What follows belongs to an exercise in optimizing a design on an open flow for small area and a short achievable clock period; a production flow would make more cautious choices. Where RTL was checked, it was by simulation tests only, not by an equivalence proof against the original. No activity file was given, so power comes from the tool's default toggle rates.

==> build 45 <==
==> flow/design.v (excerpt) <==
module balance_cntrl
# (parameter fast_sim=1)
(
input clk, rst_n,
input vld, pwr_up, rider_off,
input logic signed [15:0] ptch,
input logic signed [15:0] ptch_rt,
input logic [11:0] steer_pot,
input logic en_steer,
output logic signed [11:0] lft_spd,
output logic signed [11:0] rght_spd,
output logic too_fast
);
logic signed [17:0] integrator;
logic [17:0] integrator_in;
logic [7:0] ss_tmr;
PID PID_balance (.clk(clk), .rst_n(rst_n), .pwr_up(pwr_up), .integrator_in(integrator_in),
                 .integrator(integrator), .ss_tmr(ss_tmr));
SegwayMath SegwayMath_balance (.vld(vld), .pwr_up(pwr_up), .rider_off(rider_off), .ptch(ptch),
                 .ptch_rt(ptch_rt), .steer_pot(steer_pot), .en_steer(en_steer),
                 .integrator(integrator), .ss_tmr(ss_tmr), .integrator_in(integrator_in),
                 .lft_spd(lft_spd), .rght_spd(rght_spd), .too_fast(too_fast));
endmodule
==> module PID, before the edit <==
module PID(
input clk, rst_n,
input pwr_up,
input logic [17:0] integrator_in,
output logic signed [17:0] integrator,
output logic [7:0] ss_tmr
);
logic [10:0] pre;
logic [7:0] ss_inc;
logic [8:0] sc;
wire pre_fb = ~(pre[10] ^ pre[8]) ^ (&pre[9:0]);
wire pre_wrap = pre[10] && !(|pre[9:0]);
always_comb begin
  sc[0] = pre_wrap & !(&ss_tmr);
  for (int k = 0; k < 8; k++) begin
    ss_inc[k] = ss_tmr[k] ^ sc[k];
    sc[k+1] = sc[k] & ss_tmr[k];
  end
end
always_ff @(posedge clk, negedge rst_n) begin
  if (!rst_n)
    integrator <= 18'h00000;
  else
    integrator <= integrator_in;
end
always_ff @(posedge clk, negedge rst_n) begin
  if (!rst_n) begin
    pre <= 11'h000;
    ss_tmr <= 8'h00;
  end else if (!pwr_up) begin
    pre <= 11'h000;
    ss_tmr <= 8'h00;
  end else begin
    pre <= {pre[9:0], pre_fb};
    ss_tmr <= ss_inc;
  end
end
endmodule
==> flow/config.mk <==
export PLATFORM = sky130hd
export DESIGN_NAME = balance_cntrl
export DESIGN_NICKNAME = balance_cntrl
export VERILOG_FILES = /design/flow/design.v
export SDC_FILE = /design/flow/constraint.sdc
export NUM_CORES = 4
export LEC_CHECK = 0
export ABC_AREA = 1
export CAP_MARGIN = 20
export CORE_MARGIN = 2
export CORE_UTILIZATION = 65
export SLEW_MARGIN = 20
==> flow/constraint.sdc <==
create_clock -name core_clock -period 35.0 [get_ports {clk}]
set_input_delay 7.0000 -clock core_clock [delete_from_list [all_inputs] [get_ports {clk}]]
set_output_delay 7.0000 -clock core_clock [all_outputs]
set_load 0.01 [all_outputs]
standard.sh (not shown) runs the stock make flow with config.mk's settings and CLKGATE_MAP_FILE= SYNTH_SCRIPT=/design/flow/synth_recipe.tcl, a recipe that flattens the netlist after the stock synthesis.
==> flow/flow/run.sh <==
#!/bin/bash
# Layout flow: the standard synthesis, then an inverter clean-up around the
# full-adder cells (polarity.py) and a re-map of the remaining gates
# (remap.tcl, ABC area script), then the standard layout steps with plain
# buf_1 port buffers and a setup-repair target of MARGIN ns.
set -euo pipefail
MARGIN=8
R=orfs/results/sky130hd/balance_cntrl/base
bash standard.sh  synth > 1_standard_synth.log 2>&1
cp $R/1_2_yosys.v std_1_2_yosys.v
python3 flow/polarity.py std_1_2_yosys.v pol.v > 2_polarity.log 2>&1
export REMAP_IN=pol.v REMAP_OUT=remap.v
export REMAP_LIB=$FLOW_HOME/platforms/sky130hd/lib/sky130_fd_sc_hd__tt_025C_1v80.lib
export REMAP_ABC_SCRIPT=flow/abc.script
export REMAP_DONT_USE="$(sed -n '/DONT_USE_CELLS += /,/^$/p' $FLOW_HOME/platforms/sky130hd/config.mk | grep -o 'sky130_fd_sc_hd__[a-z0-9_]*' | tr '\n' ' ')"
yosys -c flow/remap.tcl > 3_remap.log 2>&1
cp remap.v $R/1_2_yosys.v
rm -f $R/1_synth.odb $R/1_synth.sdc
ARGS=( "BUFFER_PORTS_ARGS=-buffer_cell sky130_fd_sc_hd__buf_1")
if [ "$MARGIN" != "none" ]; then
  ARGS+=("SETUP_SLACK_MARGIN=$MARGIN")
fi
bash standard.sh "${ARGS[@]}" finish > 4_standard_finish.log 2>&1
==> flow/flow/abc.script <==
strash
&get -n
&fraig -x
&put
scorr
dc2
strash
&get -n
&dch -f
&nf -a
&put
==> flow/flow/remap.tcl <==
# Re-map the random logic around the kept adder cells and flip-flops.
# env: REMAP_IN, REMAP_OUT, REMAP_LIB, REMAP_ABC_SCRIPT, REMAP_DONT_USE
yosys -import
set L $::env(REMAP_LIB)
read_liberty -ignore_miss_func -ignore_buses $L
read_verilog -defer $::env(REMAP_IN)
hierarchy -top balance_cntrl
foreach c {fa_1 fa_2 fa_4 dfrtp_1 dfrtp_2 dfrtp_4 dfxtp_1 conb_1} {
  catch { blackbox sky130_fd_sc_hd__$c }
}
flatten
opt_clean -purge
techmap
opt -fast
set dont_use {}
foreach c $::env(REMAP_DONT_USE) { lappend dont_use -dont_use $c }
abc -script $::env(REMAP_ABC_SCRIPT) -liberty $L {*}$dont_use
opt_clean -purge

stat -liberty $L
write_verilog -noattr -noexpr -nohex -nodec -selected $::env(REMAP_OUT)
Other scripts of this flow, unchanged in this note and not shown: flow/flow/polarity.py
==> trial 54: changes against build 45 <==
--- a/flow/design.v
+++ b/flow/design.v
@@ -8,8 +8,13 @@
 logic [10:0] pre;
+logic [10:0] pre_inc;
 logic [7:0] ss_inc;
+logic [11:0] pc;
 logic [8:0] sc;
-wire pre_fb = ~(pre[10] ^ pre[8]) ^ (&pre[9:0]);
-wire pre_wrap = pre[10] && !(|pre[9:0]);
 always_comb begin
-  sc[0] = pre_wrap & !(&ss_tmr);
+  pc[0] = 1'b1;
+  for (int k = 0; k < 11; k++) begin
+    pre_inc[k] = pre[k] ^ pc[k];
+    pc[k+1] = pc[k] & pre[k];
+  end
+  sc[0] = pc[11] & !(&ss_tmr);
   for (int k = 0; k < 8; k++) begin
@@ -33,3 +38,3 @@
   end else begin
-    pre <= {pre[9:0], pre_fb};
+    pre <= pre_inc;
     ss_tmr <= ss_inc;
==> flow/flow/run.sh (replaced) <==
#!/bin/bash
# Layout flow: the standard synthesis, then an inverter clean-up around the
# full-adder cells (polarity.py) and a re-map of the remaining gates
# (remap.tcl, ABC area script), then the standard layout steps.
set -euo pipefail
MARGIN=none
R=orfs/results/sky130hd/balance_cntrl/base
bash standard.sh synth > 1_standard_synth.log 2>&1
cp $R/1_2_yosys.v std_1_2_yosys.v
python3 flow/polarity.py std_1_2_yosys.v pol.v > 2_polarity.log 2>&1
export REMAP_IN=pol.v REMAP_OUT=remap.v
export REMAP_LIB=$FLOW_HOME/platforms/sky130hd/lib/sky130_fd_sc_hd__tt_025C_1v80.lib
export REMAP_ABC_SCRIPT=$FLOW_HOME/scripts/abc_area.script
export REMAP_DONT_USE="$(sed -n '/DONT_USE_CELLS += /,/^$/p' $FLOW_HOME/platforms/sky130hd/config.mk | grep -o 'sky130_fd_sc_hd__[a-z0-9_]*' | tr '\n' ' ')"
yosys -c flow/remap.tcl > 3_remap.log 2>&1
cp remap.v $R/1_2_yosys.v
rm -f $R/1_synth.odb $R/1_synth.sdc
if [ "$MARGIN" = "none" ]; then
  bash standard.sh finish > 4_standard_finish.log 2>&1
else
  bash standard.sh SETUP_SLACK_MARGIN=$MARGIN finish > 4_standard_finish.log 2>&1
fi
--- a/flow/config.mk
+++ b/flow/config.mk
@@ -10,3 +10,3 @@
 export CORE_MARGIN = 2
-export CORE_UTILIZATION = 65
+export CORE_UTILIZATION = 40
 export SLEW_MARGIN = 20
removed: flow/flow/abc.script
==> build 65: changes against build 45 <==
--- a/flow/flow/run.sh
+++ b/flow/flow/run.sh
@@ -13,3 +13,3 @@
 export REMAP_LIB=$FLOW_HOME/platforms/sky130hd/lib/sky130_fd_sc_hd__tt_025C_1v80.lib
-export REMAP_ABC_SCRIPT=flow/abc.script
+export REMAP_ABC_SCRIPT=$FLOW_HOME/scripts/abc_area.script
 export REMAP_DONT_USE="$(sed -n '/DONT_USE_CELLS += /,/^$/p' $FLOW_HOME/platforms/sky130hd/config.mk | grep -o 'sky130_fd_sc_hd__[a-z0-9_]*' | tr '\n' ' ')"
removed: flow/flow/abc.script
==> trial 92: changes against build 45 <==
--- a/flow/flow/run.sh
+++ b/flow/flow/run.sh
@@ -6,3 +6,3 @@
 set -euo pipefail
-MARGIN=8
+MARGIN=10
 R=orfs/results/sky130hd/balance_cntrl/base
==> flow/flow/abc.script (replaced) <==
strash
dc2
dch -f
map -a
strash
dch -f
map -a
topo
buffer -c
upsize -c
dnsize -c
==> summary.txt <==
internal power=between 200 and 250 µW; Comb power frac=81.4%; outcome=finished clean; sequential fraction of design power=under 10%; Plain + repair buffers=roughly 80; number of nets at the end of the flow=~1,300; met2 WL=around 8.3 mm; worst hold margin=approximately 0.5 ns
Source of the figures above: build 65

==> summary.txt <==
internal power=between 200 and 250 µW; number of nets at the end of the flow=1,288; outcome=finished clean; worst hold margin=around 0.46 ns; sequential fraction of design power=approximately 10%
Source of the figures above: trial 54

==> summary.txt <==
outcome=finished clean; worst hold margin=around 0.49 ns; sequential fraction of design power=just over 10%; internal power=between 200 and 250 µW; met2 WL=around 9.6 mm; Comb power frac=a little over 80%; Plain + repair buffers=96
Source of the figures above: build 45

==> summary.txt <==
internal power=261 µW; Plain + repair buffers=145; number of nets at the end of the flow=between 1,000 and 1,500; outcome=finished clean; sequential fraction of design power=~8.7%; met2 WL=between 10 and 15 mm
Source of the figures above: trial 92

The RTL of build 45, build 65 and trial 92 was laid out without a check of its function.

-- what the ideal ports hide --
Ports are ideal in the flow. The routed layouts listed here were re-timed in OpenROAD. Step 1 sets driving cells, clkbuf_16 on the clock port and buf_2 on the other inputs (assumed; they add their load-dependent delay and slew). Step 2 also shifts input and output timing later by t, the mid clock arrival at the registers, as if the neighbouring blocks saw the same clock. a / b / c = no drivers / after step 1 / after step 2; a / b = the first two.
run	t, ns	setup slack, ns	worst slew at a driven data input, ns	cell pins on the clock port's net
build 45	0.312	8.415 / 8.386 / 8.386	0.04	1
trial 54	0.326	6.390 / 6.361 / 6.361	0.04	1
build 65	0.314	8.789 / 8.767 / 8.767	0.03	1
trial 92	0.315	9.214 / 9.191 / 9.191	0.05	1
After both steps setup and hold are still met in every run listed.
